What follows belongs to an exercise in optimizing a design on an open flow for small area, a short achievable clock period and few clock cycles; a production flow would make more cautious choices.
Where RTL was checked, it was by simulation tests only, not by an equivalence proof against the original.
No functional check of the RTL was part of runs 3 and 4.
The clock port is modelled as an ideal driver; clocking choices that lean on that would not hold on a real chip.
Power is estimated from default activity; no workload was simulated.

## flow/flow/run.sh

```bash
#!/bin/bash
# The standard layout (the standard.sh, standard synthesis) with: ports
# buffered by buf_4, clock tree sinks clustered by 30 without dummy loads, and
# after CTS the flip-flops that drive output ports given drive strength 2.
set -euo pipefail
bash standard.sh BUFFER_PORTS_ARGS="-buffer_cell sky130_fd_sc_hd__buf_4" \
  CTS_ARGS="-sink_clustering_enable -repair_clock_nets -sink_clustering_size 30 -sink_clustering_max_diameter 100 -dont_use_dummy_load -sink_clustering_levels 1" \
  SETUP_SLACK_MARGIN=6.95 POST_CTS_TCL="$PWD/flow/post_cts.tcl" finish > standard.log 2>&1
```

## flow/design.v

```verilog
module median_fliter(
  input                  clk,
  input                  rst,
  input               enable,
  input  [7:0]     RAM_IMG_Q,
  input  [7:0]     RAM_OUT_Q,
  output          RAM_IMG_OE,
  output          RAM_IMG_WE,
  output [15:0]    RAM_IMG_A,
  output [7:0]     RAM_IMG_D,
  output          RAM_OUT_OE,
  output          RAM_OUT_WE,
  output [15:0]    RAM_OUT_A,
  output [7:0]     RAM_OUT_D,
  output                done
);
  localparam LK = 3;             
  localparam K  = 1 << LK;       
  localparam L  = K + 2;         
  localparam [3:0] RI_LAST = L - 1;
  reg        go;         
  reg        running;    
  reg        oe;         
  reg        first;      
  reg        flush;      
  reg  [7:0] rrow;       
  reg  [7:0] rcol;       
  reg  [3:0] ri;         
  reg        ri_last;    
  reg        done_reg;
  reg  [4:0] vp;         
  wire row_pad  = ((ri == 4'd0) & (rrow == 8'd255)) | (ri_last & (rrow == 8'd0));
  always @(posedge clk, posedge rst) begin
    if (rst) begin
      go      <= 1'b0;
      running <= 1'b0;
      oe      <= 1'b0;
    end else begin
      go <= enable & ~running & ~go;
      if (go) begin
        running <= 1'b1;
        oe      <= 1'b1;
      end else if (ri_last) begin
        if (rcol == 8'd255 && rrow == 8'd0) oe <= 1'b0;    
        if (flush) running <= 1'b0;
      end
    end
  end
  always @(posedge clk) begin
    if (go) begin
      first <= 1'b1;
      flush <= 1'b0;
      rrow  <= 8'd255;
      rcol  <= 8'd0;
      ri      <= 4'd0;
      ri_last <= 1'b0;
    end else if (!ri_last) begin
      ri      <= ri + 4'd1;
      ri_last <= (ri == RI_LAST - 4'd1);
      rrow <= rrow + 8'd1;
    end else begin
      ri      <= 4'd0;
      ri_last <= 1'b0;
      first   <= 1'b0;
      rcol  <= rcol + 8'd1;
      if (rcol == 8'd255) begin
        rrow <= rrow - 8'd1;
        if (rrow == 8'd0) flush <= 1'b1;
      end else begin
        rrow <= rrow - RI_LAST;
      end
    end
  end
  wire v0  = running & ~first & (ri >= 4'd2);   
  wire mn0 = (rcol == 8'd0);                    
  reg       pad1;
  reg [1:0] mn;
  always @(posedge clk, posedge rst) begin
    if (rst) vp <= 5'd0;
    else     vp <= {vp[3:0], v0};
  end
  always @(posedge clk) begin
    pad1 <= row_pad;
    mn   <= {mn[0], mn0};
  end
  reg [7:0] din;
  reg [7:0] dl [1:2*L];
  integer k;
  always @(posedge clk) begin
    din     <= RAM_IMG_Q & {8{~pad1}};
    dl[1]   <= din;
    for (k = 2; k <= 2*L; k = k + 1) dl[k] <= dl[k-1];
    dl[L+1] <= dl[L] & {8{~mn[1]}};
  end
  wire [7:0] ta = dl[2*L];                  
  wire [7:0] tb = dl[L];                    
  wire [7:0] tc = din & {8{~mn[1]}};        
  function gt8(input [7:0] a, input [7:0] b);
    reg [7:0] g, p;
    reg [3:0] g1, p1;
    reg [1:0] g2, p2;
    integer i;
    begin
      g = a & ~b;
      p = a | ~b;
      for (i = 0; i < 4; i = i + 1) begin
        g1[i] = g[2*i+1] | (p[2*i+1] & g[2*i]);
        p1[i] = p[2*i+1] & p[2*i];
      end
      for (i = 0; i < 2; i = i + 1) begin
        g2[i] = g1[2*i+1] | (p1[2*i+1] & g1[2*i]);
        p2[i] = p1[2*i+1] & p1[2*i];
      end
      gt8 = g2[1] | (p2[1] & g2[0]);
    end
  endfunction
  function [7:0] max3(input [7:0] a, input [7:0] b, input [7:0] c);
    reg x, y, z;
    begin
      x = gt8(a, b);
      y = gt8(b, c);
      z = gt8(a, c);
      max3 = (x & z) ? a : (~x & y) ? b : c;
    end
  endfunction
  function [7:0] min3(input [7:0] a, input [7:0] b, input [7:0] c);
    reg x, y, z;
    begin
      x = gt8(a, b);
      y = gt8(b, c);
      z = gt8(a, c);
      min3 = (~x & ~z) ? a : (x & ~y) ? b : c;
    end
  endfunction
  function [7:0] med3(input [7:0] a, input [7:0] b, input [7:0] c);
    reg x, y, z;
    begin
      x = gt8(a, b);
      y = gt8(b, c);
      z = gt8(a, c);
      med3 = (x ^ z) ? a : (x ^ y) ? c : b;
    end
  endfunction
  reg [7:0] lo0, md0, hi0, lo1, md1, hi1, md2, lo12, hi12;
  always @(posedge clk) begin
    lo0  <= min3(ta, tb, tc);
    md0  <= med3(ta, tb, tc);
    hi0  <= max3(ta, tb, tc);
    lo1  <= lo0;  md1 <= md0;  hi1 <= hi0;
    md2  <= md1;
    lo12 <= gt8(lo0, lo1) ? lo0 : lo1;
    hi12 <= gt8(hi0, hi1) ? hi1 : hi0;
  end
  reg [7:0] mxlo, mdmd, mnhi, dout;
  always @(posedge clk) begin
    mxlo <= gt8(lo12, lo0) ? lo12 : lo0;
    mdmd <= med3(md0, md1, md2);
    mnhi <= gt8(hi12, hi0) ? hi0 : hi12;
    dout <= med3(mxlo, mdmd, mnhi);
  end
  wire we = vp[4];
  reg [15:0] wa;      
  reg        wlast;   
  always @(posedge clk) begin
    if (go) begin
      wa    <= 16'hffff;
      wlast <= 1'b0;
    end else if (vp[3]) begin
      wa    <= wa + 16'd1;
      wlast <= (wa == 16'hfffe);
    end
  end
  always @(posedge clk, posedge rst) begin
    if (rst) done_reg <= 1'b0;
    else if (enable && !running) done_reg <= 1'b0;
    else if (we && wlast) done_reg <= 1'b1;
  end
  assign RAM_IMG_OE = oe;
  assign RAM_IMG_WE = 1'b0;
  assign RAM_IMG_A  = {rrow, rcol};
  assign RAM_IMG_D  = 8'd0;
  assign RAM_OUT_OE = 1'b0;
  assign RAM_OUT_WE = we;
  assign RAM_OUT_A  = {wa[15:8+LK], wa[LK-1:0], wa[7+LK:LK]};
  assign RAM_OUT_D  = dout;
  assign done       = done_reg;
endmodule
```

## flow/standard.sh

```bash
#!/bin/bash
# synth_recipe.tcl (not shown) runs the flow's synth.tcl, then flattens the netlist and writes it again
# the make line also repeats each setting of config.mk as NAME=value (left out here)
make -C /OpenROAD-flow-scripts/flow DESIGN_CONFIG=/design/flow/config.mk WORK_HOME=/design/flow/orfs CLKGATE_MAP_FILE= SYNTH_SCRIPT=/design/flow/synth_recipe.tcl "${@:-finish}"
```

## flow/config.mk

```make
export PLATFORM = sky130hd
export DESIGN_NAME = median_fliter
export DESIGN_NICKNAME = median_fliter
export VERILOG_FILES = /design/flow/design.v
export SDC_FILE = /design/flow/constraint.sdc
export NUM_CORES = 4
export LEC_CHECK = 0
export CAP_MARGIN = 20
export CORE_MARGIN = 2
export CORE_UTILIZATION = 65
export PLACE_DENSITY = 0.75
export SLEW_MARGIN = 20
```

## flow/flow/post_cts.tcl

```tcl
# Give each flip-flop that drives an output port's buffer a stronger drive.
proc upsize_output_flops {strength} {
  set db [ord::get_db]
  set block [ord::get_db_block]
  set n 0
  foreach bt [$block getBTerms] {
    if {[$bt getIoType] != "OUTPUT"} { continue }
    set net [$bt getNet]
    if {$net == "NULL"} { continue }
    foreach it [$net getITerms] {
      if {![$it isOutputSignal]} { continue }
      set buf [$it getInst]
      foreach bit [$buf getITerms] {
        if {![$bit isInputSignal]} { continue }
        set bnet [$bit getNet]
        if {$bnet == "NULL"} { continue }
        foreach dit [$bnet getITerms] {
          if {![$dit isOutputSignal]} { continue }
          set inst [$dit getInst]
          set master [[$inst getMaster] getName]
          if {[regexp {^(sky130_fd_sc_hd__df\w+)_1$} $master -> base]} {
            set new [$db findMaster ${base}_$strength]
            if {$new != "NULL"} {
              $inst swapMaster $new
              incr n
            }
          }
        }
      }
    }
  }
  puts "upsize: $n output flip-flops to drive $strength"
}

upsize_output_flops 2
```

## flow/constraint.sdc

```tcl
create_clock -name core_clock -period 10.0 [get_ports {clk}]
set_input_delay 2.0000 -clock core_clock [delete_from_list [all_inputs] [get_ports {clk}]]
set_output_delay 2.0000 -clock core_clock [all_outputs]
set_load 0.01 [all_outputs]
```

==> impl_metrics.json, run 1 <==
{
  "initial_core_util_pct": 66.8,
  "p_per_area_mw_per_mm2": 371,
  "p_sw_share_pct": 35.5,
  "synthArstFlopShare_pct": 2.78,
  "max_freq_mhz": 331,
  "slowest_delay_ns": 0.42,
  "grt_pass1_wl_um": 28900,
  "die_w_um": 132,
  "die_h_um": 132,
  "arrival_ns": 1.02,
  "p_sw_mw": 1.54,
  "num-fill-cells": 1144,
  "drive_gt1_share_pct": 14.7,
  "worst-path-max-fanout": 2,
  "crit_start": "oe",
  "cellLeakagePower_nw": 4.86,
  "final_cell_mix": "dfxtp_1 (274), inv_1 (81), buf_4 (54), nand2b_1 (48), a21oi_1 (41)",
  "netlist_area_mm2": 0.0107,
  "synth-xor-area-share_pct": 2.44,
  "hp-class": "reg2reg",
  "nNetsFinal": 1046,
  "multi_input_area_mm2": 0.00370,
  "ys_seq_area_share_pct": 61.3,
  "cp-endpoint": "RAM_IMG_OE",
  "critical-path-top-delay-family": "flip-flops",
  "grt_max_degree": 44,
  "vdd_drop_max_uv": 223,
  "slew_headroom_pct": 48.8,
  "hold_viol": 0,
  "combPwrFrac_pct": 38.4,
  "synth_compound_area_share_pct": 12.3,
  "muxShareOfSynthArea_pct": 3.37,
  "internal_power_mw": 2.79,
  "cts.sinks": 324,
  "biggestRegsByFlops": "dl (160), wa (16)",
  "path_cells": "buf_6",
  "rsz0062_at_grt": "yes",
  "p_total_mw": 4.32,
  "dieArea_mm2": 0.0174,
  "largest_register_ffs": 160,
  "cpMaxStageDelayCell": "dfrtp_2",
  "area_growth_pct": 9.44,
  "grt_antenna_before_repair": 0,
  "p_seq_share_pct": 47.7,
  "synthSimpleGateAreaFrac_pct": 11.3,
  "place_congestion": 0.856,
  "synth-seq-cells": 324,
  "post-route-drc-count": 0,
  "ioPinCount": 72,
  "row_count": 46,
  "clkLatencyLatePin_ns": 0.48,
  "r2r_end": "hi0[3]",
  "wl_per_cell_um": 14.3,
  "synth_edf_count": 0,
  "ant_nets": 0,
  "grt.overflow.total": 0,
  "status": "no timing/DRC/antenna violations",
  "synth_ff_type": "dfxtp_1",
  "end_kind": "primary output",
  "synth.avg_cell_area_um2": 11.1,
  "rr_worst_depth": 8,
  "coreArea_mm2": 0.0159,
  "first_pass_iters": 5,
  "r2r_setup_slack_ns": 7.20,
  "grt_usage_pct": 19.8,
  "max_cap_violations": 0,
  "ys_warn_count": 2,
  "ys_types": 72,
  "worstMarginPinSlew_ns": 0.766,
  "netlist_instances": 960,
  "setup_violations": 0,
  "grt_pass1_vias": 6073,
  "regMostFlops": "dl",
  "crit_required_ns": 8.00,
  "antenna_cells": 0,
  "register_area_mm2": 0.00660,
  "port_buffers": 53,
  "path_clk_slew_ns": 0.10,
  "cts_tree": "built",
  "start_kind": "flip-flop",
  "fin_skew_ns": 0.0247,
  "synth_top_family_by_area": "compound AO/OA/AOI/OAI gates",
  "drtIter0Drc": 475,
  "maxSlewViolCount": 0,
  "wirelength_um": 17600,
  "hpwl_um": 12300,
  "synth_fa_ha_area_share_pct": 4.94,
  "vias": 6589,
  "path_class": "reg2out",
  "finalSetupTns_ns": 0,
  "fin_crit_ns": 3.02,
  "crit_buf_inv": 1,
  "reg2reg_from": "dl[20][2]",
  "cp_num_cells": 1,
  "layout_commonest_cell": "dfxtp_1",
  "period_share_pct": 30.2,
  "viasPerCell": 5.37,
  "clkPwrFrac_pct": 13.9
}
==> cell usage after synthesis (all sizes together), types with 15 or more instances <==
cell type  number  area, um^2
dfxtp         315        6310
inv            84         315
nand2b         48         300
o21ai          44         243
a21oi          41         205
nor2           40         153
nand2          35         131
maj3           33         344
nor2b          31         194
o22ai          25         156
mux2i          19         190
nor3           16        80.1
xnor2          15         139
==> through the flow <==
stage | cells | cell area, um^2 | setup WS (ns) | hold slack, ns | util, %
floorplan | 969 | 10700 | 7.52 | 0.310 | -
finish | 1227 | 11700 | 6.98 | 0.327 | 73.2
detailed placement | 1212 | 11200 | 6.83 | 0.312 | 70.4
global route | 1227 | 11700 | 6.93 | 0.330 | 73.2
global placement | 1212 | 11200 | 6.87 | 0.310 | 70.4
==> cell type report <==
| class | count | area share [%] |
|---|---|---|
| clock buffers | 14 | 3.00 |
| inverters | 85 | 2.74 |
| multi-input cells | 532 | 31.7 |
| flip-flops and latches | 324 | 56.6 |
| well taps | 216 | 2.32 |
| repair buffers | 56 | 3.67 |
==> how the worst min path moves through the flow <==
stage                   start   endpoint  slack (ns)  depth (start not counted)
floorplan            dl[9][0]  dl[10][0]        0.31                          0
global placement     dl[1][5]   dl[2][5]        0.31                          0
detailed placement  dl[11][7]  dl[12][7]        0.31                          0
global route        dl[14][3]  dl[15][3]        0.33                          0
finish              dl[14][3]  dl[15][3]        0.33                          0
==> power groups by stage <==
stage | Clock [mW] | Sequential [mW] | Combinational, mW
after global placement | 0 | 2.06 | 1.62
after global routing | 0.667 | 2.12 | 1.84
final | 0.601 | 2.06 | 1.66
after floorplan | 0 | 1.99 | 1.29
after detailed placement | 0 | 2.07 | 1.65
==> logic make-up (layout without fill, tap and decap cells) <==
family | after synthesis | in the layout
mux | 33 | 33
simple gates | 224 | 224
flops | 324 | 324
buf+inv | 113 | 155
other cells | 1 | 10
xor+xnor | 28 | 28
compound gates | 190 | 190
fa+ha+maj | 47 | 47
==> routing by layer <==
layer	wire length [um]	track usage, %
met1	8480	28.1
met2	8110	32.3
met5	0	0
met4	311	4.65
met3	674	2.77
Testbench counts, summed over its fixed seeds: cycles 327,748.
==> run 2, diff against run 1 <==
--- a/flow/flow/run.sh
+++ b/flow/flow/run.sh
@@ -5,4 +5,4 @@
 set -euo pipefail
 bash standard.sh BUFFER_PORTS_ARGS="-buffer_cell sky130_fd_sc_hd__buf_4" \
-  CTS_ARGS="-sink_clustering_enable -repair_clock_nets -sink_clustering_size 30 -sink_clustering_max_diameter 100 -dont_use_dummy_load -sink_clustering_levels 1" \
+  CTS_ARGS="-sink_clustering_enable -repair_clock_nets -sink_clustering_size 20 -sink_clustering_max_diameter 100 -dont_use_dummy_load -sink_clustering_levels 1" \
   SETUP_SLACK_MARGIN=6.95 POST_CTS_TCL="$PWD/flow/post_cts.tcl" finish > standard.log 2>&1
==> impl_metrics.json, run 2 <==
{
  "status": "no timing/DRC/antenna violations",
  "max_freq_mhz": 329,
  "final_util_pct": 74.5,
  "crit_required_ns": 8.00,
  "port_buffers": 53,
  "crit_buf_inv": 1,
  "worstMarginPinSlew_ns": 0.755,
  "grt.overflow.total": 0,
  "worst_hold_slack_ns": 0.272,
  "finalSetupTns_ns": 0,
  "hpwl_um": 12300,
  "netlist_area_mm2": 0.0107,
  "antenna_cells": 0,
  "nNetsFinal": 1059,
  "path_cells": "buf_6",
  "first_pass_iters": 5,
  "regMostFlops": "dl",
  "synth_edf_count": 0,
  "setup_violations": 0,
  "slew_headroom_pct": 49.3,
  "ys_seq_area_share_pct": 61.3,
  "synth_top_area_share_pct": 59.2,
  "vdd_drop_max_uv": 238,
  "drive_gt1_share_pct": 15.8,
  "drtIter0Drc": 369,
  "end_kind": "primary output",
  "place_area_mm2": 0.0112,
  "wl_per_cell_um": 14.5,
  "p_total_mw": 4.47,
  "die_h_um": 132,
  "ys_types": 72,
  "cellLeakagePower_nw": 4.97,
  "hp-class": "reg2reg",
  "synth_ff_type": "dfxtp_1",
  "viasPerCell": 5.36,
  "worst-path-max-fanout": 2,
  "num-fill-cells": 1099,
  "r2r_setup_slack_ns": 7.16,
  "grt_max_degree": 44,
  "ys_top_cells_by_count": "dfxtp_1 (315), inv_1 (81), nand2b_1 (48)",
  "synth_top_area_cell": "dfxtp_1",
  "synth.avg_cell_area_um2": 11.1,
  "fin_skew_ns": 0.0449,
  "synth-seq-cells": 324,
  "path_class": "reg2out",
  "fin_crit_ns": 3.04,
  "cts.sinks": 324,
  "coreArea_mm2": 0.0159,
  "row_count": 46,
  "crit_start": "oe",
  "final_cell_mix": "dfxtp_1 (274), inv_1 (81), buf_4 (61), nand2b_1 (48), a21oi_1 (41)",
  "final_area_mm2": 0.0119,
  "largest_register_ffs": 160,
  "grt_pass1_vias": 6246,
  "arrival_ns": 1.04,
  "yosysMostFrequentCell": "dfxtp_1",
  "grt_pass1_wl_um": 29800,
  "wirelength_um": 18000,
  "period_share_pct": 30.4,
  "synthArstFlopShare_pct": 2.78,
  "ioPinCount": 72,
  "max_cap_violations": 0,
  "die_w_um": 132,
  "netlist_instances": 960,
  "grt_antenna_before_repair": 0,
  "maxSlewViolCount": 0,
  "initial_core_util_pct": 66.8,
  "cpMaxStageDelayCell": "dfrtp_2",
  "start_kind": "flip-flop",
  "post-route-drc-count": 0,
  "layout_commonest_cell": "dfxtp_1",
  "min_from": "mn[0]",
  "grt_usage_pct": 20.4,
  "clkLatencyLatePin_ns": 0.51,
  "cts_tree": "built",
  "hold_viol": 0,
  "rsz0062_at_grt": "yes",
  "dieArea_mm2": 0.0174,
  "path_clk_slew_ns": 0.08,
  "place_congestion": 0.856,
  "area_growth_pct": 11.4,
  "biggestRegsByFlops": "dl (160), wa (16)",
  "ys_warn_count": 2,
  "yosys-top-cells-area": "dfxtp_1 (59%), inv_1 (2.9%), nand2b_1 (2.8%)",
  "ant_nets": 0,
  "slowest_delay_ns": 0.41,
  "reg2reg_from": "dl[20][2]",
  "p_per_area_mw_per_mm2": 376,
  "vias": 6652,
  "critical-path-top-delay-family": "flip-flops"
}
## run 2: cell counts after synthesis
Identical to the previous run, type by type.
## run 2: kinds of logic after synthesis
logic type | Yosys count | synth area share [%]
compound gates | 190 | 12.3
xor+xnor | 28 | 2.44
fa+ha+maj | 47 | 4.94
buf+inv | 113 | 4.40
flops | 324 | 61.3
mux | 33 | 3.37
other cells | 1 | 0.0352
simple gates | 224 | 11.3
## run 2: worst paths after layout
| kind | end | depth (start not counted) |
|---|---|---|
| min in group asynchronous | vp[1] | 2 |
| setup / recovery | RAM_IMG_OE | 1 |
| setup reg to reg | hi0[3] | 8 |
| max in group asynchronous | vp[4] | 2 |
| hold / removal | mn[1] | 0 |
| hold reg to reg | mn[1] | 0 |
## run 2: routing by layer
metal	wire, um	part of all wire (%)	global-route usage [%]
met1	8450	47	28.3
met2	8380	46	33.5
met3	739	4.1	3.00
met4	456	2.5	6.28
met5	0	0	0
## run 2: cell type report
type	instances	area [um^2]	share of cell area [%]
tap	216	270	2.28
timing repair buffer	63	480	4.05
inverter	85	319	2.69
multi-input combinational	532	3700	31.2
clock buffer	20	500	4.21
sequential	324	6600	55.6
## run 2: worst reg2reg max path: stages, from the launching register on
cell,delay [ns]
dfxtp_1,0.52
nor2b_1,0.20
maj3_1,0.18
a31oi_1,0.05
maj3_2,0.32
a2bb2oi_2,0.29
nor2b_1,0.64
or2_1,0.34
o21ai_1,0.14
## run 2: stage by stage
step,cells,setup slack (ns)
after floorplan,969,7.52
final,1240,6.96
after detailed placement,1212,6.83
after global placement,1212,6.87
after global routing,1240,6.93
## run 2: power by group
group | leakage [nW] | total (mW) | switching, mW | internal (mW)
combinational | 1.98 | 1.67 | 0.870 | 0.804
sequential | 2.75 | 2.06 | 0.326 | 1.74
clock | 0.246 | 0.728 | 0.373 | 0.355
total | 4.97 | 4.47 | 1.57 | 2.90
==> run 3, diff against run 2 <==
--- a/flow/design.v
+++ b/flow/design.v
@@ -161,18 +161,14 @@
   wire we = vp[4];
   reg [15:0] wa;      
-  reg        wlast;   
   always @(posedge clk) begin
-    if (go) begin
-      wa    <= 16'hffff;
-      wlast <= 1'b0;
-    end else if (vp[3]) begin
-      wa    <= wa + 16'd1;
-      wlast <= (wa == 16'hfffe);
-    end
+    if (go)
+      wa <= 16'hffff;
+    else if (vp[3])
+      wa <= wa + 16'd1;
   end
   always @(posedge clk, posedge rst) begin
     if (rst) done_reg <= 1'b0;
     else if (enable && !running) done_reg <= 1'b0;
-    else if (we && wlast) done_reg <= 1'b1;
+    else if (we && (&wa)) done_reg <= 1'b1;
   end
   assign RAM_IMG_OE = oe;
==> flow/flow/run.sh (replaced) <==
#!/bin/bash
# The standard layout (the standard.sh, standard synthesis) with: ports
# buffered by buf_4, clock tree sinks clustered by 30 without dummy loads, and
# after CTS the flip-flops that drive output ports given drive strength 2.
set -euo pipefail
bash standard.sh BUFFER_PORTS_ARGS="-buffer_cell sky130_fd_sc_hd__buf_2" \
  CTS_ARGS="-sink_clustering_enable -repair_clock_nets -sink_clustering_size 30 -sink_clustering_max_diameter 100 -dont_use_dummy_load -sink_clustering_levels 1" \
  SETUP_SLACK_MARGIN=6.95 POST_CTS_TCL="$PWD/flow/post_cts.tcl" finish > standard.log 2>&1
==> impl_metrics.json, run 3 <==
{
  "slew_headroom_pct": 43.8,
  "yosys-top-cells-area": "dfxtp_1 (54%), inv_1 (2.7%), mux2i_1 (2.5%)",
  "cellLeakagePower_nw": 5.11,
  "final_cell_mix": "dfxtp_1 (273), inv_1 (84), buf_2 (50), nand2b_1 (42)",
  "hold_viol": 0,
  "synth_ff_type": "dfxtp_1",
  "dieArea_mm2": 0.0188,
  "synth_edf_count": 0,
  "viasPerCell": 5.78,
  "max_cap_violations": 0,
  "cts_tree": "built",
  "ioPinCount": 72,
  "grt.overflow.total": 0,
  "slowest_delay_ns": 0.43,
  "worstMarginPinSlew_ns": 0.843,
  "finalSetupTns_ns": 0,
  "row_count": 48,
  "die_h_um": 137,
  "largest_register_ffs": 160,
  "grt_pass1_vias": 6678,
  "final_util_pct": 71.4,
  "place_inst": 1280,
  "grt_usage_pct": 21.5,
  "die_w_um": 137,
  "coreArea_mm2": 0.0174,
  "maxSlewViolCount": 0,
  "grt_antenna_before_repair": 0,
  "wl_per_cell_um": 15.6,
  "synthArstFlopShare_pct": 2.79,
  "place_congestion": 0.865,
  "post-route-drc-count": 0,
  "hp-class": "reg2reg",
  "ys_seq_area_share_pct": 56.4,
  "worst-path-max-fanout": 2,
  "drive_gt1_share_pct": 18.1,
  "vdd_drop_max_uv": 218,
  "path_cells": "buf_6",
  "ys_top_cells_by_count": "dfxtp_1 (314), inv_1 (84), nand2b_1 (42)",
  "initial_core_util_pct": 66.5,
  "path_class": "reg2out",
  "rr_worst_depth": 7,
  "dp_slack_ns": 6.67,
  "antenna_cells": 0,
  "port_buffers": 53,
  "fin_crit_ns": 3.04,
  "synth_top_area_cell": "dfxtp_1",
  "synth_top_area_share_pct": 54.5,
  "layout_commonest_cell": "dfxtp_1",
  "critical-path-top-delay-family": "flip-flops",
  "area_growth_pct": 7.39,
  "setup_violations": 0,
  "rsz0062_at_grt": "yes",
  "synth.avg_cell_area_um2": 11.2,
  "max_freq_mhz": 329,
  "status": "no timing/DRC/antenna violations",
  "nNetsFinal": 1106,
  "grt_pass1_wl_um": 32800,
  "reg2reg_from": "mn[1]",
  "drtIter0Drc": 645,
  "synth-seq-cells": 323,
  "period_share_pct": 30.4,
  "arrival_ns": 1.04,
  "wirelength_um": 20300,
  "netlist_instances": 1029,
  "r2r_setup_slack_ns": 7.19,
  "end_kind": "primary output",
  "whs_path_depth": 0,
  "path_clk_slew_ns": 0.11,
  "start_kind": "flip-flop",
  "crit_required_ns": 8.00,
  "crit_buf_inv": 1,
  "min_from": "dl[17][4]",
  "netlist_area_mm2": 0.0115,
  "vias": 7494,
  "cpMaxStageDelayCell": "dfrtp_2",
  "r2r_end": "md0[4]",
  "fin_skew_ns": 0.0174,
  "cts.sinks": 323,
  "fin_cells": 1297,
  "ys_warn_count": 2,
  "regMostFlops": "dl",
  "clkLatencyLatePin_ns": 0.49,
  "biggestRegsByFlops": "dl (160), wa (16)",
  "yosysMostFrequentCell": "dfxtp_1",
  "first_pass_iters": 7,
  "setup_ws_ns": 6.96,
  "ant_nets": 0,
  "p_per_area_mw_per_mm2": 393,
  "hold-path-endpoint": "dl[18][4]",
  "grt_max_degree": 43,
  "hpwl_um": 14000,
  "worst_hold_slack_ns": 0.319,
  "num-fill-cells": 1309,
  "ys_types": 80
}
==> run 3: cell count changes after synthesis, sizes merged, moves of 11 or more <==
cell    before  now
o22ai       25    7
nand3       10   26
o311ai       0   13
nor2        40   29
a21oi       41   28
o211ai       4   17
mux2        14   33
buf         14   27
a211o        0   16
==> run 3: metrics by stage <==
step           area, um^2  total power [mW]
5_1_grt             12400              5.20
3_5_place_dp        11900              4.23
3_3_place_gp        11900              4.18
6_report            12400              4.87
2_1_floorplan       11600              3.81
==> run 3: area by class of cell <==
| type | count | area, um^2 | area share, % |
|---|---|---|---|
| clock buffer | 14 | 350 | 2.83 |
| inverter | 86 | 323 | 2.60 |
| tap | 225 | 282 | 2.27 |
| timing repair buffer | 56 | 307 | 2.47 |
| multi-input combinational | 593 | 4540 | 36.6 |
| sequential | 323 | 6590 | 53.2 |
==> run 3: how the worst max path moves through the flow <==
stage               startpoint  depth (start not counted)            to  slack (ns)
finish                   vp[4]                          1    RAM_OUT_WE        6.96
detailed placement       mn[1]                          7        md0[2]        6.67
global placement         mn[1]                          7        md0[2]        6.70
floorplan              rcol[4]                          0  RAM_IMG_A[4]        7.56
global route             vp[4]                          1    RAM_OUT_WE        6.93
==> run 3: cells by family after synthesis <==
family                     Yosys count  synth area share (%)
adders and majority gates           43                  4.15
muxes                               62                  6.19
and+or+nand+nor                    237                  11.8
DFF                                323                  56.4
AOI/OAI and AO/OA                  218                  14.5
buffers and inverters              122                  4.66
other                                1                0.0325
xor gates and xnor gates            23                  2.20
==> run 3: routing by layer <==
layer	share of wire [%]	up-vias	track usage (%)
met5	0	-	0
met3	4.1	34	2.17
met4	2.4	0	6.87
met1	47	3537	30.3
li1	-	3725	-
met2	47	198	35.1
==> run 3: where the power goes <==
| group | switching (mW) | internal, mW |
|---|---|---|
| Combinational | 1.09 | 1.06 |
| Sequential | 0.367 | 1.73 |
| Clock | 0.358 | 0.254 |
==> run 4, diff against run 3 <==
--- a/flow/design.v
+++ b/flow/design.v
@@ -97,20 +97,11 @@
   wire [7:0] tc = din & {8{~mn[1]}};        
   function gt8(input [7:0] a, input [7:0] b);
-    reg [7:0] g, p;
-    reg [3:0] g1, p1;
-    reg [1:0] g2, p2;
     integer i;
+    reg g;
     begin
-      g = a & ~b;
-      p = a | ~b;
-      for (i = 0; i < 4; i = i + 1) begin
-        g1[i] = g[2*i+1] | (p[2*i+1] & g[2*i]);
-        p1[i] = p[2*i+1] & p[2*i];
-      end
-      for (i = 0; i < 2; i = i + 1) begin
-        g2[i] = g1[2*i+1] | (p1[2*i+1] & g1[2*i]);
-        p2[i] = p1[2*i+1] & p1[2*i];
-      end
-      gt8 = g2[1] | (p2[1] & g2[0]);
+      g = 1'b0;
+      for (i = 0; i < 8; i = i + 1)
+        g = (a[i] & ~b[i]) | ((a[i] | ~b[i]) & g);
+      gt8 = g;
     end
   endfunction
@@ -161,14 +152,18 @@
   wire we = vp[4];
   reg [15:0] wa;      
+  reg        wlast;   
   always @(posedge clk) begin
-    if (go)
-      wa <= 16'hffff;
-    else if (vp[3])
-      wa <= wa + 16'd1;
+    if (go) begin
+      wa    <= 16'hffff;
+      wlast <= 1'b0;
+    end else if (vp[3]) begin
+      wa    <= wa + 16'd1;
+      wlast <= (wa == 16'hfffe);
+    end
   end
   always @(posedge clk, posedge rst) begin
     if (rst) done_reg <= 1'b0;
     else if (enable && !running) done_reg <= 1'b0;
-    else if (we && (&wa)) done_reg <= 1'b1;
+    else if (we && wlast) done_reg <= 1'b1;
   end
   assign RAM_IMG_OE = oe;
==> impl_metrics.json, run 4 <==
{
  "antenna_cells": 0,
  "wl_per_cell_um": 14.4,
  "synth_ff_type": "dfxtp_1",
  "area_growth_pct": 10.0,
  "drive_gt1_share_pct": 18.0,
  "synth_top_area_cell": "dfxtp_1",
  "nNetsFinal": 1029,
  "slew_headroom_pct": 47.4,
  "dp_slack_ns": 6.76,
  "r2r_setup_slack_ns": 6.90,
  "port_buffers": 53,
  "critical-path-top-delay-family": "adder cells",
  "clkLatencyLatePin_ns": 0.49,
  "max_freq_mhz": 322,
  "worst-path-max-fanout": 3,
  "grt_usage_pct": 20.6,
  "worst_hold_slack_ns": 0.317,
  "die_h_um": 131,
  "vdd_drop_max_uv": 182,
  "netlist_area_mm2": 0.0104,
  "synthArstFlopShare_pct": 2.78,
  "maxSlewViolCount": 0,
  "fin_crit_ns": 3.10,
  "row_count": 46,
  "post-route-drc-count": 0,
  "regMostFlops": "dl",
  "cts_tree": "built",
  "path_class": "reg2reg",
  "grt_pass1_vias": 6113,
  "start_kind": "flip-flop",
  "min_from": "dl[15][5]",
  "first_pass_iters": 5,
  "drtIter0Drc": 520,
  "dieArea_mm2": 0.0171,
  "whs_path_depth": 0,
  "crit_buf_inv": 0,
  "ys_top_cells_by_count": "dfxtp_1 (315), inv_1 (79), nor2_1 (52)",
  "slowest_delay_ns": 0.36,
  "yosysMostFrequentCell": "dfxtp_1",
  "synth-seq-cells": 324,
  "synth_top_area_share_pct": 60.4,
  "path_clk_slew_ns": 0.10,
  "max_cap_violations": 0,
  "die_w_um": 131,
  "setup_violations": 0,
  "viasPerCell": 5.34,
  "hp-class": "reg2reg",
  "ys_warn_count": 2,
  "yosys-top-cells-area": "dfxtp_1 (60%), inv_1 (2.8%), maj3_1 (2.5%)",
  "r2r_end": "lo12[0]",
  "cellLeakagePower_nw": 4.80,
  "reg2reg_from": "lo1[0]",
  "vias": 6462,
  "hpwl_um": 11900,
  "rr_worst_depth": 9,
  "status": "no timing/DRC/antenna violations",
  "layout_commonest_cell": "dfxtp_1",
  "cpMaxStageDelayCell": "maj3_4",
  "coreArea_mm2": 0.0158,
  "num-fill-cells": 1129,
  "p_per_area_mw_per_mm2": 363,
  "ys_seq_area_share_pct": 62.5,
  "hold-path-endpoint": "dl[16][5]",
  "setup_ws_ns": 6.90,
  "initial_core_util_pct": 66.2,
  "grt.overflow.total": 0,
  "hold_viol": 0,
  "path_cells": "and2b_1 > maj3_2 > maj3_2 > maj3_2 > maj3_2 > maj3_2 > maj3_2 > maj3_4 > mux2_4",
  "wirelength_um": 17400,
  "largest_register_ffs": 160,
  "cp_num_cells": 9,
  "grt_antenna_before_repair": 0,
  "rsz0062_at_grt": "yes",
  "synth_edf_count": 0,
  "ant_nets": 0,
  "grt_max_degree": 31,
  "end_kind": "flip-flop",
  "cpMostUsedCell": "maj3_2",
  "synth.avg_cell_area_um2": 11.1,
  "final_cell_mix": "dfxtp_1 (267), inv_1 (79), buf_2 (52), nor2_1 (50), nand2_1 (49)",
  "cts.sinks": 324,
  "fin_skew_ns": 0.0272,
  "crit_required_ns": 10.39,
  "grt_pass1_wl_um": 28400,
  "place_congestion": 0.907,
  "netlist_instances": 938,
  "worstMarginPinSlew_ns": 0.782,
  "finalSetupTns_ns": 0,
  "period_share_pct": 31.0,
  "ioPinCount": 72,
  "biggestRegsByFlops": "dl (160), wa (16)",
  "ys_types": 67,
  "arrival_ns": 3.49
}
==> run 4: changes by cell type after synthesis, moves of 16 or more <==
| cell | previous run | this run |
|---|---|---|
| mux2_1 | 0 | 16 |
| mux2_2 | 19 | 1 |
| nand2_1 | 33 | 49 |
| mux2i_1 | 29 | 9 |
| nor2_1 | 27 | 52 |
| nand3_1 | 26 | 4 |
==> run 4: area by class of cell <==
type	instances	area, um^2	share of cell area (%)
Clock buffer	14	350	3.05
Inverter	82	349	3.04
Sequential cell	324	6620	57.6
Multi-Input combinational cell	515	3570	31.0
Timing Repair Buffer	59	333	2.90
Tap cell	216	270	2.35
==> run 4: worst reg2reg max path, delay by kind of cell, from the launching register on <==
family,cells,cell delay (ns)
fa+ha+maj,7,2.17
flops,1,0.34
mux,1,0.30
simple gates,1,0.19
==> run 4: logic make-up after synthesis <==
family          count (synthesis)  synth area share (%)
xor+xnor                       23                  1.93
simple gates                  219                  10.7
fa+ha+maj                      58                  6.21
mux                            27                  2.84
flops                         324                  62.5
buf+inv                       108                  4.64
compound gates                178                  11.1
other cells                     1                0.0359
==> run 4: power by group <==
| group | total (mW) | internal, mW | switching, mW |
|---|---|---|---|
| Clock | 0.608 | 0.254 | 0.354 |
| Sequential | 2.03 | 1.72 | 0.305 |
| Combinational | 1.53 | 0.750 | 0.782 |
==> run 4: through the flow <==
stage	power (mW)	cells	instance area [um^2]	utilization [%]
6_report	4.17	1210	11500	72.9
5_1_grt	4.47	1210	11500	72.9
3_5_place_dp	3.44	1191	10900	69.0
3_3_place_gp	3.38	1191	10900	69.0
2_1_floorplan	3.07	947	10500	-
==> run 4: worst max path at each step <==
stage / slack (ns) / to / startpoint
5_1_grt: 6.83 / lo12[0] / lo1[0]
3_3_place_gp: 6.79 / hi12[0] / hi0[0]
3_5_place_dp: 6.76 / hi12[4] / hi0[0]
6_report: 6.90 / lo12[0] / lo1[0]
2_1_floorplan: 6.95 / hi12[0] / hi1[0]
==> run 4: per-layer routing <==
layer / part of all wire (%) / global-route usage [%]
met1: 46 / 27.5
met2: 49 / 36.0
met3: 3.4 / 2.36
met4: 1.3 / 5.19
met5: 0 / 0
==> run 5, diff against run 4 <==
--- a/flow/design.v
+++ b/flow/design.v
@@ -97,11 +97,20 @@
   wire [7:0] tc = din & {8{~mn[1]}};        
   function gt8(input [7:0] a, input [7:0] b);
+    reg [7:0] g, p;
+    reg [3:0] g1, p1;
+    reg [1:0] g2, p2;
     integer i;
-    reg g;
     begin
-      g = 1'b0;
-      for (i = 0; i < 8; i = i + 1)
-        g = (a[i] & ~b[i]) | ((a[i] | ~b[i]) & g);
-      gt8 = g;
+      g = a & ~b;
+      p = a | ~b;
+      for (i = 0; i < 4; i = i + 1) begin
+        g1[i] = g[2*i+1] | (p[2*i+1] & g[2*i]);
+        p1[i] = p[2*i+1] & p[2*i];
+      end
+      for (i = 0; i < 2; i = i + 1) begin
+        g2[i] = g1[2*i+1] | (p1[2*i+1] & g1[2*i]);
+        p2[i] = p1[2*i+1] & p1[2*i];
+      end
+      gt8 = g2[1] | (p2[1] & g2[0]);
     end
   endfunction
==> flow/flow/run.sh (replaced) <==
#!/bin/bash
# The standard layout (standard.sh, with the standard synthesis), changed
# only in how hard and with what it optimises:
#  - ports buffered with buf_2,
#  - clock tree sinks clustered by up to 30 within 100 um, no dummy loads,
#  - timing repair aiming for 6.95 ns of setup slack,
#  - after CTS, the flip-flops that drive output ports get drive strength 2.
# The tools' full output goes to standard.log here and to orfs/logs/.
set -euo pipefail
bash standard.sh BUFFER_PORTS_ARGS="-buffer_cell sky130_fd_sc_hd__buf_2" \
  CTS_ARGS="-sink_clustering_enable -repair_clock_nets -sink_clustering_size 30 -sink_clustering_max_diameter 100 -dont_use_dummy_load -sink_clustering_levels 1" \
  SETUP_SLACK_MARGIN=7.05 POST_CTS_TCL="$PWD/flow/post_cts.tcl" finish > standard.log 2>&1
==> impl_metrics.json, run 5 <==
{
  "path_class": "reg2out",
  "synth_top_area_share_pct": 59.2,
  "slew_headroom_pct": 50.3,
  "fin_cells": 1265,
  "worstMarginPinSlew_ns": 0.740,
  "synth_edf_count": 0,
  "grt.overflow.total": 0,
  "start_kind": "flip-flop",
  "hpwl_um": 12500,
  "yosys-top-cells-area": "dfxtp_1 (59%), inv_1 (2.9%), nand2b_1 (2.8%)",
  "max_freq_mhz": 330,
  "die_h_um": 132,
  "cts_tree": "built",
  "path_clk_slew_ns": 0.10,
  "synth_top_area_cell": "dfxtp_1",
  "ys_top_cells_by_count": "dfxtp_1 (315), inv_1 (81), nand2b_1 (48)",
  "wl_per_cell_um": 14.8,
  "grt_max_degree": 33,
  "synthArstFlopShare_pct": 2.78,
  "end_kind": "primary output",
  "initial_core_util_pct": 66.8,
  "rsz0062_at_grt": "yes",
  "arrival_ns": 1.03,
  "coreArea_mm2": 0.0159,
  "ys_types": 72,
  "finalSetupTns_ns": 0,
  "final_cell_mix": "dfxtp_1 (273), inv_1 (81), nand2b_1 (48), a21oi_1 (41), buf_4 (41)",
  "ys_seq_area_share_pct": 61.3,
  "row_count": 46,
  "viasPerCell": 5.37,
  "ys_warn_count": 2,
  "slowest_delay_ns": 0.42,
  "grt_usage_pct": 21.1,
  "post-route-drc-count": 0,
  "drtIter0Drc": 398,
  "ioPinCount": 72,
  "ant_nets": 0,
  "antenna_cells": 0,
  "grt_antenna_before_repair": 0,
  "first_pass_iters": 5,
  "netlist_instances": 960,
  "crit_required_ns": 8.00,
  "crit_start": "oe",
  "setup_ws_ns": 6.97,
  "biggestRegsByFlops": "dl (160), wa (16)",
  "synth-seq-cells": 324,
  "period_share_pct": 30.3,
  "place_inst": 1212,
  "p_per_area_mw_per_mm2": 371,
  "max_cap_violations": 0,
  "internal_power_mw": 2.88,
  "setup_violations": 0,
  "place_congestion": 0.845,
  "worst_hold_slack_ns": 0.305,
  "yosysMostFrequentCell": "dfxtp_1",
  "fin_crit_ns": 3.03,
  "worst-path-max-fanout": 2,
  "largest_register_ffs": 160,
  "die_w_um": 132,
  "cellLeakagePower_nw": 5.06,
  "crit_buf_inv": 1,
  "vdd_drop_max_uv": 219,
  "p_sw_mw": 1.58,
  "num-fill-cells": 1098,
  "vias": 6791,
  "fin_skew_ns": 0.0482,
  "clkLatencyLatePin_ns": 0.50,
  "synth_ff_type": "dfxtp_1",
  "critical-path-top-delay-family": "flip-flops",
  "synth.avg_cell_area_um2": 11.1,
  "regMostFlops": "dl",
  "drive_gt1_share_pct": 18.0,
  "grt_pass1_vias": 6380,
  "min_from": "dl[3][7]",
  "reg2reg_from": "mnhi[0]",
  "nNetsFinal": 1084,
  "dieArea_mm2": 0.0174,
  "status": "no timing/DRC/antenna violations",
  "combPwrFrac_pct": 40.7,
  "p_sw_share_pct": 35.5,
  "hp-class": "reg2reg",
  "final_util_pct": 75.4,
  "wirelength_um": 18700,
  "netlist_area_mm2": 0.0107,
  "dp_slack_ns": 6.81,
  "path_cells": "buf_6",
  "area_growth_pct": 12.8,
  "p_seq_share_pct": 45.8,
  "clkPwrFrac_pct": 13.5,
  "maxSlewViolCount": 0,
  "layout_commonest_cell": "dfxtp_1",
  "port_buffers": 53,
  "cpMaxStageDelayCell": "dfrtp_2",
  "cts.sinks": 324,
  "grt_pass1_wl_um": 30500,
  "hold_viol": 0
}
## run 5: power groups by stage
stage	Sequential, mW	Combinational [mW]	Clock [mW]
floorplan	1.99	1.29	0
global route	2.10	2.00	0.666
global placement	2.06	1.58	0
finish	2.04	1.81	0.604
detailed placement	2.07	1.61	0
## run 5: path summary, 6_finish.rpt
path / cells after the start / slack (ns) / end
max in group asynchronous: 2 / 8.25 / done_reg
min in group asynchronous: 2 / 1.44 / oe
hold / removal: 0 / 0.31 / dl[4][7]
setup reg to reg: 8 / 7.31 / dout[0]
setup / recovery: 1 / 6.97 / RAM_IMG_OE
hold reg to reg: 0 / 0.31 / dl[4][7]
## run 5: kinds of logic after synthesis
logic type	Yosys count	share of synthesized area [%]
AOI/OAI and AO/OA	190	12.3
muxes	33	3.37
DFF	324	61.3
xor gates and xnor gates	28	2.44
other	1	0.0352
and+or+nand+nor	224	11.3
buffers and inverters	113	4.40
adders and majority gates	47	4.94
## run 5: layout make-up
type	count	area, um^2	share of cell area (%)
clock buffers	14	350	2.91
inverters	85	319	2.65
multi-input cells	532	3700	30.8
flip-flops and latches	324	6610	55.0
well taps	216	270	2.25
repair buffers	94	767	6.38
## run 5: per-stage QoR
step           instance area [um^2]  total power, mW
2_1_floorplan                 10700             3.28
3_3_place_gp                  11100             3.64
3_5_place_dp                  11100             3.68
5_1_grt                       12000             4.76
6_report                      12000             4.46
## run 5: metal layers
layer  up-vias  share of wire [%]  global-route usage, %
met5         -                  0                      0
met4         0                2.1                   4.59
met3        26                3.8                   2.65
met2       141                 47                   35.9
met1      3186                 47                   29.3
li1       3438                  -                      -
Testbench counts of run 5, summed over its fixed seeds: cycles 327,748.
==> run 6, diff against run 5 <==
--- a/flow/flow/run.sh
+++ b/flow/flow/run.sh
@@ -10,3 +10,3 @@
 bash standard.sh BUFFER_PORTS_ARGS="-buffer_cell sky130_fd_sc_hd__buf_2" \
   CTS_ARGS="-sink_clustering_enable -repair_clock_nets -sink_clustering_size 30 -sink_clustering_max_diameter 100 -dont_use_dummy_load -sink_clustering_levels 1" \
-  SETUP_SLACK_MARGIN=7.05 POST_CTS_TCL="$PWD/flow/post_cts.tcl" finish > standard.log 2>&1
+  SETUP_SLACK_MARGIN=6.95 RECOVER_POWER=100 MATCH_CELL_FOOTPRINT=0 POST_CTS_TCL="$PWD/flow/post_cts.tcl" finish > standard.log 2>&1
==> impl_metrics.json, run 6 <==
{
  "status": "no timing/DRC/antenna violations",
  "first_pass_iters": 5,
  "drive_gt1_share_pct": 8.22,
  "worstMarginPinSlew_ns": 1.15,
  "setup_violations": 0,
  "r2r_setup_slack_ns": 6.48,
  "ioPinCount": 72,
  "vdd_drop_max_uv": 215,
  "coreArea_mm2": 0.0159,
  "final_area_mm2": 0.0114,
  "synth-seq-cells": 324,
  "biggestRegsByFlops": "dl (160), wa (16)",
  "path_cells": "nor2b_1 > a21boi_0 > a2111oi_0 > o22ai_1 > and2_0 > nor2_1 > or2_0 > o21ai_0",
  "post-route-drc-count": 0,
  "whs_path_depth": 0,
  "p_per_area_mw_per_mm2": 370,
  "place_congestion": 0.845,
  "place_area_mm2": 0.0111,
  "wirelength_um": 17600,
  "ys_top_cells_by_count": "dfxtp_1 (315), inv_1 (81), nand2b_1 (48)",
  "grt_usage_pct": 19.8,
  "viasPerCell": 5.34,
  "max_freq_mhz": 284,
  "path_class": "reg2reg",
  "reg2reg_from": "mn[1]",
  "antenna_cells": 0,
  "arrival_ns": 3.87,
  "start_kind": "flip-flop",
  "port_buffers": 53,
  "yosys-top-cells-area": "dfxtp_1 (59%), inv_1 (2.9%), nand2b_1 (2.8%)",
  "finalSetupTns_ns": 0,
  "ys_warn_count": 2,
  "worst-path-max-fanout": 32,
  "synth_edf_count": 0,
  "wl_per_cell_um": 14.3,
  "ys_types": 72,
  "netlist_area_mm2": 0.0107,
  "hp-class": "reg2reg",
  "ys_seq_area_share_pct": 61.3,
  "ant_nets": 0,
  "drtIter0Drc": 417,
  "synthArstFlopShare_pct": 2.78,
  "crit_required_ns": 10.35,
  "dieArea_mm2": 0.0174,
  "final_cell_mix": "dfxtp_1 (308), inv_1 (81), nand2b_1 (48), a21oi_1 (41), nor2_1 (40)",
  "cellLeakagePower_nw": 4.73,
  "synth.avg_cell_area_um2": 11.1,
  "cts_tree": "built",
  "fin_skew_ns": 0.0488,
  "path_clk_slew_ns": 0.10,
  "synth_ff_type": "dfxtp_1",
  "place_inst": 1212,
  "fin_cells": 1226,
  "cts.sinks": 324,
  "netlist_instances": 960,
  "period_share_pct": 35.2,
  "maxSlewViolCount": 0,
  "synth_top_area_share_pct": 59.2,
  "initial_core_util_pct": 66.8,
  "hold-path-endpoint": "dl[4][7]",
  "row_count": 46,
  "hold_viol": 0,
  "cpMaxStageDelayCell": "dfxtp_1",
  "clkLatencyLatePin_ns": 0.50,
  "area_growth_pct": 6.73,
  "nNetsFinal": 1045,
  "final_util_pct": 71.3,
  "fin_crit_ns": 3.52,
  "grt.overflow.total": 0,
  "layout_commonest_cell": "dfxtp_1",
  "grt_pass1_vias": 6039,
  "grt_pass1_wl_um": 28600,
  "grt_antenna_before_repair": 0,
  "regMostFlops": "dl",
  "grt_max_degree": 33,
  "rsz0062_at_grt": "yes",
  "end_kind": "flip-flop",
  "synth_top_area_cell": "dfxtp_1",
  "die_h_um": 132,
  "slew_headroom_pct": 23.6,
  "rr_worst_depth": 8,
  "slowest_delay_ns": 0.97,
  "hpwl_um": 12500,
  "yosysMostFrequentCell": "dfxtp_1",
  "largest_register_ffs": 160,
  "die_w_um": 132,
  "worst_hold_slack_ns": 0.304,
  "min_from": "dl[3][7]",
  "r2r_end": "hi0[7]",
  "max_cap_violations": 0,
  "vias": 6545
}
[run 6: worst max path at each step]
stage	cells past startpoint	end	slack (ns)	from
floorplan	8	dout[0]	7.52	mnhi[0]
global placement	8	md0[5]	6.85	mn[1]
detailed placement	8	md0[5]	6.81	mn[1]
global route	8	hi0[7]	6.04	mn[1]
finish	8	hi0[7]	6.48	mn[1]
[run 6: metal layers]
layer  vias up  share of wire, %  track usage, %
li1       3357                 -               -
met1      3037                49            28.1
met2       129                45            32.6
met3        22               3.9            2.54
met4         0               2.0            4.59
met5         -                 0               0
[run 6: logic make-up after synthesis]
family | after synthesis | synth area share (%)
AOI/OAI and AO/OA | 190 | 12.3
xor gates and xnor gates | 28 | 2.44
adders and majority gates | 47 | 4.94
buffers and inverters | 113 | 4.40
DFF | 324 | 61.3
muxes | 33 | 3.37
other | 1 | 0.0352
and+or+nand+nor | 224 | 11.3
[run 6: critical path, delay by kind of cell (launching register included)]
family          cells  cell delay (ns)
compound gates      4             0.81
flops               1             0.97
simple gates        4             1.58
[run 6: layout make-up]
class | instances | area (um^2)
inverters | 85 | 319
fillers | 1236 | 4570
repair buffers | 55 | 259
well taps | 216 | 270
flip-flops and latches | 324 | 6540
multi-input cells | 532 | 3630
clock buffers | 14 | 350
[run 6: report_power, final]
part	total [mW]	leakage [nW]	switching, mW	internal (mW)
clock network	0.602	0.173	0.349	0.254
logic	1.56	1.82	0.836	0.725
registers	2.04	2.74	0.323	1.72
[run 6: stage by stage]
step                      worst slack, ns  power (mW)
after floorplan                      7.52        3.28
after global placement               6.85        3.64
after detailed placement             6.81        3.68
after global routing                 6.04        4.50
final                                6.48        4.21
==> run 7, diff against run 6 <==
--- a/flow/flow/run.sh
+++ b/flow/flow/run.sh
@@ -10,3 +10,3 @@
 bash standard.sh BUFFER_PORTS_ARGS="-buffer_cell sky130_fd_sc_hd__buf_2" \
   CTS_ARGS="-sink_clustering_enable -repair_clock_nets -sink_clustering_size 30 -sink_clustering_max_diameter 100 -dont_use_dummy_load -sink_clustering_levels 1" \
-  SETUP_SLACK_MARGIN=6.95 RECOVER_POWER=100 MATCH_CELL_FOOTPRINT=0 POST_CTS_TCL="$PWD/flow/post_cts.tcl" finish > standard.log 2>&1
+  SETUP_SLACK_MARGIN=6.95 POST_CTS_TCL="$PWD/flow/post_cts.tcl" finish > standard.log 2>&1
==> impl_metrics.json, run 7 <==
{
  "layout_commonest_cell": "dfxtp_1",
  "synth_top_area_share_pct": 59.2,
  "path_cells": "buf_6",
  "die_h_um": 132,
  "drtIter0Drc": 436,
  "dp_slack_ns": 6.81,
  "synth_top_area_cell": "dfxtp_1",
  "post-route-drc-count": 0,
  "drive_gt1_share_pct": 14.7,
  "path_class": "reg2out",
  "critical-path-top-delay-family": "flip-flops",
  "synth_edf_count": 0,
  "grt_usage_pct": 19.8,
  "wirelength_um": 17500,
  "dieArea_mm2": 0.0174,
  "cellLeakagePower_nw": 4.81,
  "internal_power_mw": 2.75,
  "rsz0062_at_grt": "yes",
  "max_freq_mhz": 329,
  "ys_top_cells_by_count": "dfxtp_1 (315), inv_1 (81), nand2b_1 (48)",
  "finalSetupTns_ns": 0,
  "grt_pass1_vias": 6039,
  "fin_cells": 1226,
  "die_w_um": 132,
  "first_pass_iters": 5,
  "synth.avg_cell_area_um2": 11.1,
  "regMostFlops": "dl",
  "cpMaxStageDelayCell": "dfrtp_2",
  "ys_types": 72,
  "ys_warn_count": 2,
  "period_share_pct": 30.4,
  "maxSlewViolCount": 0,
  "path_clk_slew_ns": 0.10,
  "area_growth_pct": 8.15,
  "p_per_area_mw_per_mm2": 372,
  "grt_pass1_wl_um": 28600,
  "wl_per_cell_um": 14.3,
  "combPwrFrac_pct": 37.9,
  "p_sw_share_pct": 35.8,
  "ant_nets": 0,
  "hp-class": "reg2reg",
  "final_cell_mix": "dfxtp_1 (274), inv_1 (81), buf_2 (52), nand2b_1 (48), a21oi_1 (41)",
  "p_seq_share_pct": 48.0,
  "viasPerCell": 5.34,
  "hold_viol": 0,
  "fin_skew_ns": 0.0491,
  "slew_headroom_pct": 48.6,
  "setup_ws_ns": 6.96,
  "arrival_ns": 1.04,
  "grt_max_degree": 33,
  "max_cap_violations": 0,
  "setup_violations": 0,
  "ys_seq_area_share_pct": 61.3,
  "end_kind": "primary output",
  "start_kind": "flip-flop",
  "worstMarginPinSlew_ns": 0.770,
  "biggestRegsByFlops": "dl (160), wa (16)",
  "vdd_drop_max_uv": 216,
  "cts_tree": "built",
  "clkLatencyLatePin_ns": 0.50,
  "synth-seq-cells": 324,
  "place_congestion": 0.845,
  "crit_buf_inv": 1,
  "grt_antenna_before_repair": 0,
  "ioPinCount": 72,
  "port_buffers": 53,
  "cts.sinks": 324,
  "grt.overflow.total": 0,
  "synthArstFlopShare_pct": 2.78,
  "crit_required_ns": 8.00,
  "nNetsFinal": 1045,
  "synth_ff_type": "dfxtp_1",
  "yosysMostFrequentCell": "dfxtp_1",
  "antenna_cells": 0,
  "fin_crit_ns": 3.04,
  "netlist_instances": 960,
  "status": "no timing/DRC/antenna violations",
  "netlist_area_mm2": 0.0107,
  "place_inst": 1212,
  "initial_core_util_pct": 66.8,
  "p_sw_mw": 1.54,
  "yosys-top-cells-area": "dfxtp_1 (59%), inv_1 (2.9%), nand2b_1 (2.8%)",
  "hpwl_um": 12500,
  "largest_register_ffs": 160,
  "worst-path-max-fanout": 2,
  "vias": 6547,
  "p_total_mw": 4.29,
  "coreArea_mm2": 0.0159,
  "clkPwrFrac_pct": 14.1,
  "row_count": 46,
  "slowest_delay_ns": 0.42
}
-- run 7: path summary, 6_finish.rpt --
kind / startpoint / end / slack (ns) / depth (start not counted)
setup reg to reg: dl[20][0] / hi0[7] / 7.18 / 8
max in group asynchronous: rst / vp[4] / 8.24 / 2
hold reg to reg: dl[3][7] / dl[4][7] / 0.30 / 0
setup / recovery: oe / RAM_IMG_OE / 6.96 / 1
hold / removal: dl[3][7] / dl[4][7] / 0.30 / 0
min in group asynchronous: rst / running / 1.44 / 2
-- run 7: final cells by class --
class | instances | area [um^2]
Clock buffer | 14 | 350
Inverter | 85 | 319
Fill cell | 1178 | 4420
Multi-Input combinational cell | 532 | 3700
Sequential cell | 324 | 6600
Timing Repair Buffer | 55 | 287
Tap cell | 216 | 270
-- run 7: power by group through the flow --
| stage | registers [mW] | clock network (mW) | logic (mW) |
|---|---|---|---|
| floorplan | 1.99 | 0 | 1.29 |
| global placement | 2.06 | 0 | 1.58 |
| detailed placement | 2.07 | 0 | 1.61 |
| global route | 2.12 | 0.662 | 1.80 |
| finish | 2.06 | 0.605 | 1.62 |
-- run 7: cells by family after synthesis --
family          after synthesis  share of synthesized area, %
other cells                   1                        0.0352
fa+ha+maj                    47                          4.94
mux                          33                          3.37
flops                       324                          61.3
xor+xnor                     28                          2.44
buf+inv                     113                          4.40
compound gates              190                          12.3
simple gates                224                          11.3
-- run 7: through the flow --
stage	hold WS (ns)	util [%]	instance area (um^2)
6_report	0.304	72.3	11500
5_1_grt	0.317	72.3	11500
3_5_place_dp	0.312	69.6	11100
3_3_place_gp	0.310	69.6	11100
2_1_floorplan	0.310	-	10700
-- run 7: metal layers --
layer,global-route usage (%),part of all wire (%),vias to the layer above
li1,-,-,3358
met1,28.1,49,3041
met2,32.6,45,126
met3,2.54,4.0,22
met4,4.59,2.0,0
met5,0,0,-
==> run 8, diff against run 7 <==
--- a/flow/flow/post_cts.tcl
+++ b/flow/flow/post_cts.tcl
@@ -34,2 +34,7 @@
 
 upsize_output_flops 2
+
+# Downsize gates off the critical paths, keeping the setup margin the flow aims for.
+estimate_parasitics -placement
+repair_timing -recover_power 100 -setup_margin $::env(SETUP_SLACK_MARGIN) -verbose
+detailed_placement
==> impl_metrics.json, run 8 <==
{
  "rr_worst_depth": 8,
  "whs_path_depth": 0,
  "vias": 6537,
  "met1_length_um": 8590,
  "layout_commonest_cell": "dfxtp_1",
  "path_cells": "buf_6",
  "die_h_um": 132,
  "clkLatencyLatePin_ns": 0.49,
  "fin_crit_ns": 3.04,
  "ant_nets": 0,
  "r2r_setup_slack_ns": 7.16,
  "grt_usage_pct": 19.7,
  "synth_edf_count": 0,
  "hpwl_um": 12500,
  "fin_cells": 1226,
  "regMostFlops": "dl",
  "ioPinCount": 72,
  "port_buffers": 53,
  "maxSlewViolCount": 0,
  "antenna_cells": 0,
  "synth_top_area_cell": "dfxtp_1",
  "p_per_area_mw_per_mm2": 370,
  "wl_met3_um": 612,
  "synthSimpleGateAreaFrac_pct": 11.3,
  "ys_warn_count": 2,
  "status": "no timing/DRC/antenna violations",
  "routed.top_layer": "met4",
  "crit_buf_inv": 1,
  "hp-class": "reg2reg",
  "area_growth_pct": 7.65,
  "setup_violations": 0,
  "muxShareOfSynthArea_pct": 3.37,
  "dp_slack_ns": 6.81,
  "yosysMostFrequentCell": "dfxtp_1",
  "viasPerCell": 5.33,
  "critical-path-top-delay-family": "flip-flops",
  "nNetsFinal": 1045,
  "cpMaxStageDelayCell": "dfrtp_2",
  "min_from": "dl[3][7]",
  "synth_top_family_by_area": "compound AO/OA/AOI/OAI gates",
  "max_cap_violations": 0,
  "dr_wl_met2_um": 7960,
  "place_congestion": 0.845,
  "cellLeakagePower_nw": 4.76,
  "grt_pass1_vias": 6055,
  "ys_seq_area_share_pct": 61.3,
  "place_inst": 1212,
  "crit_start": "oe",
  "drtIter0Drc": 415,
  "end_kind": "primary output",
  "synthArstFlopShare_pct": 2.78,
  "slowest_delay_ns": 0.42,
  "path_class": "reg2out",
  "place_area_mm2": 0.0111,
  "reg2reg_from": "mnhi[0]",
  "start_kind": "flip-flop",
  "wl_per_cell_um": 14.3,
  "max_freq_mhz": 329,
  "synth_ff_type": "dfxtp_1",
  "path_clk_slew_ns": 0.10,
  "ys_top_cells_by_count": "dfxtp_1 (315), inv_1 (81), nand2b_1 (48)",
  "rsz0062_at_grt": "yes",
  "ys_types": 72,
  "synth_fa_ha_area_share_pct": 4.94,
  "crit_required_ns": 8.00,
  "slew_headroom_pct": 48.6,
  "die_w_um": 132,
  "grt_pass1_wl_um": 28500,
  "finalSetupTns_ns": 0,
  "final_cell_mix": "dfxtp_1 (281), inv_1 (81), nand2b_1 (48), a21oi_1 (41)",
  "grt.overflow.total": 0,
  "vdd_drop_max_uv": 215,
  "period_share_pct": 30.4,
  "r2r_end": "dout[0]",
  "coreArea_mm2": 0.0159,
  "dieArea_mm2": 0.0174,
  "worstMarginPinSlew_ns": 0.769,
  "synth-xor-area-share_pct": 2.44,
  "first_pass_iters": 5,
  "hold-path-endpoint": "dl[4][7]",
  "row_count": 46,
  "worst_hold_slack_ns": 0.304,
  "initial_core_util_pct": 66.8,
  "wirelength_um": 17500,
  "biggestRegsByFlops": "dl (160), wa (16)",
  "netlist_instances": 960,
  "synth-seq-cells": 324,
  "worst-path-max-fanout": 2,
  "grt_max_degree": 33,
  "cts_tree": "built",
  "final_area_mm2": 0.0115,
  "post-route-drc-count": 0,
  "drive_gt1_share_pct": 11.9,
  "synth.avg_cell_area_um2": 11.1,
  "setup_ws_ns": 6.96,
  "netlist_area_mm2": 0.0107,
  "fin_skew_ns": 0.0502,
  "arrival_ns": 1.04,
  "largest_register_ffs": 160,
  "grt_antenna_before_repair": 0,
  "cts.sinks": 324,
  "synth_compound_area_share_pct": 12.3,
  "synth_top_area_share_pct": 59.2,
  "yosys-top-cells-area": "dfxtp_1 (59%), inv_1 (2.9%), nand2b_1 (2.8%)",
  "num-fill-cells": 1197,
  "hold_viol": 0
}
run 8: final cells by class:
class	instances	area [um^2]	share of cell area [%]
timing repair buffer	55	269	2.34
sequential	324	6590	57.5
clock buffer	14	350	3.05
inverter	85	319	2.78
multi-input combinational	532	3670	32.0
tap	216	270	2.36
run 8: worst reg2reg max path: cells and delay by family (launching register included):
family	cells	cell delay, ns
AND/OR/NAND/NOR	1	0.14
AO/OA/AOI/OAI	2	0.30
flip-flops	1	0.33
multiplexers	1	0.40
adder cells (fa/ha/maj)	3	1.07
XOR/XNOR	1	0.52
run 8: metal layers:
metal	up-vias	global-route usage (%)
met4	0	4.59
met1	3036	27.9
met2	115	32.6
met3	26	2.54
met5	-	0
li1	3360	-
run 8: cells by family after synthesis:
| kind of cell | after synthesis |
|---|---|
| multiplexers | 33 |
| XOR/XNOR | 28 |
| flip-flops | 324 |
| AND/OR/NAND/NOR | 224 |
| other | 1 |
| AO/OA/AOI/OAI | 190 |
| adder cells (fa/ha/maj) | 47 |
| buffers and inverters | 113 |
run 8: through the flow:
stage / power [mW] / util (%)
global placement: 3.64 / 69.6
detailed placement: 3.68 / 69.6
global route: 4.54 / 72.0
finish: 4.24 / 72.0
floorplan: 3.28 / -
run 8: where the power goes:
group | leakage, nW | switching, mW | internal, mW
registers | 2.75 | 0.323 | 1.73
logic | 1.84 | 0.846 | 0.736
clock network | 0.173 | 0.349 | 0.254
total | 4.76 | 1.52 | 2.72
run 8: worst max-delay path by stage:
stage / cells past startpoint / endpoint
2_1_floorplan: 8 / dout[0]
3_3_place_gp: 8 / md0[5]
3_5_place_dp: 8 / md0[5]
5_1_grt: 1 / RAM_IMG_OE
6_report: 1 / RAM_IMG_OE
==> run 9, diff against run 8 <==
--- a/flow/flow/run.sh
+++ b/flow/flow/run.sh
@@ -5,5 +5,7 @@
 #  - clock tree sinks clustered by up to 30 within 100 um, no dummy loads,
 #  - timing repair aiming for 6.95 ns of setup slack,
-#  - after CTS, the flip-flops that drive output ports get drive strength 2.
+#  - after CTS, the flip-flops that drive output ports get drive strength 2,
+#    and gates off the critical paths are downsized (the later repair keeps
+#    the setup margin).
 # The tools' full output goes to standard.log here and to orfs/logs/.
 set -euo pipefail
==> impl_metrics.json, run 9 <==
{
  "status": "no timing/DRC/antenna violations",
  "synth_top_area_cell": "dfxtp_1",
  "synth_top_area_share_pct": 59.2,
  "period_share_pct": 30.4,
  "cpMaxStageDelayCell": "dfrtp_2",
  "fin_skew_ns": 0.0502,
  "drtIter0Drc": 415,
  "internal_power_mw": 2.72,
  "worstMarginPinSlew_ns": 0.769,
  "post-route-drc-count": 0,
  "synth_fa_ha_area_share_pct": 4.94,
  "ys_top_cells_by_count": "dfxtp_1 (315), inv_1 (81), nand2b_1 (48)",
  "end_kind": "primary output",
  "combPwrFrac_pct": 37.3,
  "place_congestion": 0.845,
  "largest_register_ffs": 160,
  "worst-path-max-fanout": 2,
  "path_class": "reg2out",
  "yosys-top-cells-area": "dfxtp_1 (59%), inv_1 (2.9%), nand2b_1 (2.8%)",
  "vias": 6537,
  "synth-seq-cells": 324,
  "setup_violations": 0,
  "synth-xor-area-share_pct": 2.44,
  "cts_tree": "built",
  "path_clk_slew_ns": 0.10,
  "die_h_um": 132,
  "coreArea_mm2": 0.0159,
  "p_per_area_mw_per_mm2": 370,
  "row_count": 46,
  "maxSlewViolCount": 0,
  "grt_usage_pct": 19.7,
  "layout_commonest_cell": "dfxtp_1",
  "ys_warn_count": 2,
  "hold_viol": 0,
  "start_kind": "flip-flop",
  "clkLatencyLatePin_ns": 0.49,
  "biggestRegsByFlops": "dl (160), wa (16)",
  "path_cells": "buf_6",
  "rr_worst_depth": 8,
  "crit_buf_inv": 1,
  "dieArea_mm2": 0.0174,
  "nNetsFinal": 1045,
  "hold-path-endpoint": "dl[4][7]",
  "synth_top_family_by_area": "compound AO/OA/AOI/OAI gates",
  "p_seq_share_pct": 48.5,
  "p_sw_mw": 1.52,
  "port_buffers": 53,
  "slew_headroom_pct": 48.6,
  "ys_seq_area_share_pct": 61.3,
  "synth_ff_type": "dfxtp_1",
  "num-fill-cells": 1197,
  "min_from": "dl[3][7]",
  "cellLeakagePower_nw": 4.76,
  "max_freq_mhz": 329,
  "slowest_delay_ns": 0.42,
  "whs_path_depth": 0,
  "grt_max_degree": 33,
  "wirelength_um": 17500,
  "initial_core_util_pct": 66.8,
  "arrival_ns": 1.04,
  "vdd_drop_max_uv": 215,
  "drive_gt1_share_pct": 11.9,
  "synthArstFlopShare_pct": 2.78,
  "synth.avg_cell_area_um2": 11.1,
  "finalSetupTns_ns": 0,
  "crit_required_ns": 8.00,
  "max_cap_violations": 0,
  "final_cell_mix": "dfxtp_1 (281), inv_1 (81), nand2b_1 (48), a21oi_1 (41)",
  "grt_pass1_wl_um": 28500,
  "grt.overflow.total": 0,
  "ys_types": 72,
  "critical-path-top-delay-family": "flip-flops",
  "die_w_um": 132,
  "regMostFlops": "dl",
  "p_sw_share_pct": 35.8,
  "synth_edf_count": 0,
  "grt_antenna_before_repair": 0,
  "grt_pass1_vias": 6055,
  "rsz0062_at_grt": "yes",
  "cts.sinks": 324,
  "synthSimpleGateAreaFrac_pct": 11.3,
  "synth_compound_area_share_pct": 12.3,
  "netlist_area_mm2": 0.0107,
  "area_growth_pct": 7.65,
  "first_pass_iters": 5,
  "ant_nets": 0,
  "p_total_mw": 4.24,
  "wl_per_cell_um": 14.3,
  "fin_crit_ns": 3.04,
  "muxShareOfSynthArea_pct": 3.37,
  "antenna_cells": 0,
  "r2r_end": "dout[0]",
  "ioPinCount": 72,
  "clkPwrFrac_pct": 14.2,
  "yosysMostFrequentCell": "dfxtp_1",
  "r2r_setup_slack_ns": 7.16,
  "hpwl_um": 12500,
  "hp-class": "reg2reg",
  "netlist_instances": 960,
  "viasPerCell": 5.33,
  "reg2reg_from": "mnhi[0]"
}
## run 9: cell counts in the layout (fill, tap and decap cells not counted)
No cell type changed its count.
## run 9: per-stage QoR
| step | hold slack [ns] | area, um^2 | cells | util [%] | setup slack (ns) |
|---|---|---|---|---|---|
| finish | 0.304 | 11500 | 1226 | 72.0 | 6.96 |
| global route | 0.317 | 11500 | 1226 | 72.0 | 6.93 |
| detailed placement | 0.312 | 11100 | 1212 | 69.6 | 6.81 |
| global placement | 0.310 | 11100 | 1212 | 69.6 | 6.85 |
| floorplan | 0.310 | 10700 | 969 | - | 7.52 |
## run 9: how the worst max path moves through the flow
stage                     startpoint         end  slack (ns)  cells after the start
after global routing              oe  RAM_IMG_OE        6.93                      1
after global placement         mn[1]      md0[5]        6.85                      8
final                             oe  RAM_IMG_OE        6.96                      1
after floorplan              mnhi[0]     dout[0]        7.52                      8
after detailed placement       mn[1]      md0[5]        6.81                      8
## run 9: cell families after synthesis
group,after synthesis
flip-flops,324
AND/OR/NAND/NOR,224
AO/OA/AOI/OAI,190
buffers and inverters,113
adder cells (fa/ha/maj),47
multiplexers,33
XOR/XNOR,28
other,1
## run 9: layout make-up
type	count	area, um^2	area share (%)
Tap cell	216	270	2.36
Multi-Input combinational cell	532	3670	32.0
Timing Repair Buffer	55	269	2.34
Sequential cell	324	6590	57.5
Inverter	85	319	2.78
Clock buffer	14	350	3.05
## run 9: power groups by stage
stage                     Combinational [mW]  Clock, mW  Sequential (mW)
final                                   1.58      0.602             2.06
after floorplan                         1.29          0             1.99
after global routing                    1.76      0.662             2.12
after global placement                  1.58          0             2.06
after detailed placement                1.61          0             2.07
## run 9: layer usage
metal	share of wire [%]	track usage (%)
met1	49	27.9
met2	45	32.6
met3	3.5	2.54
met4	2.1	4.59
met5	0	0
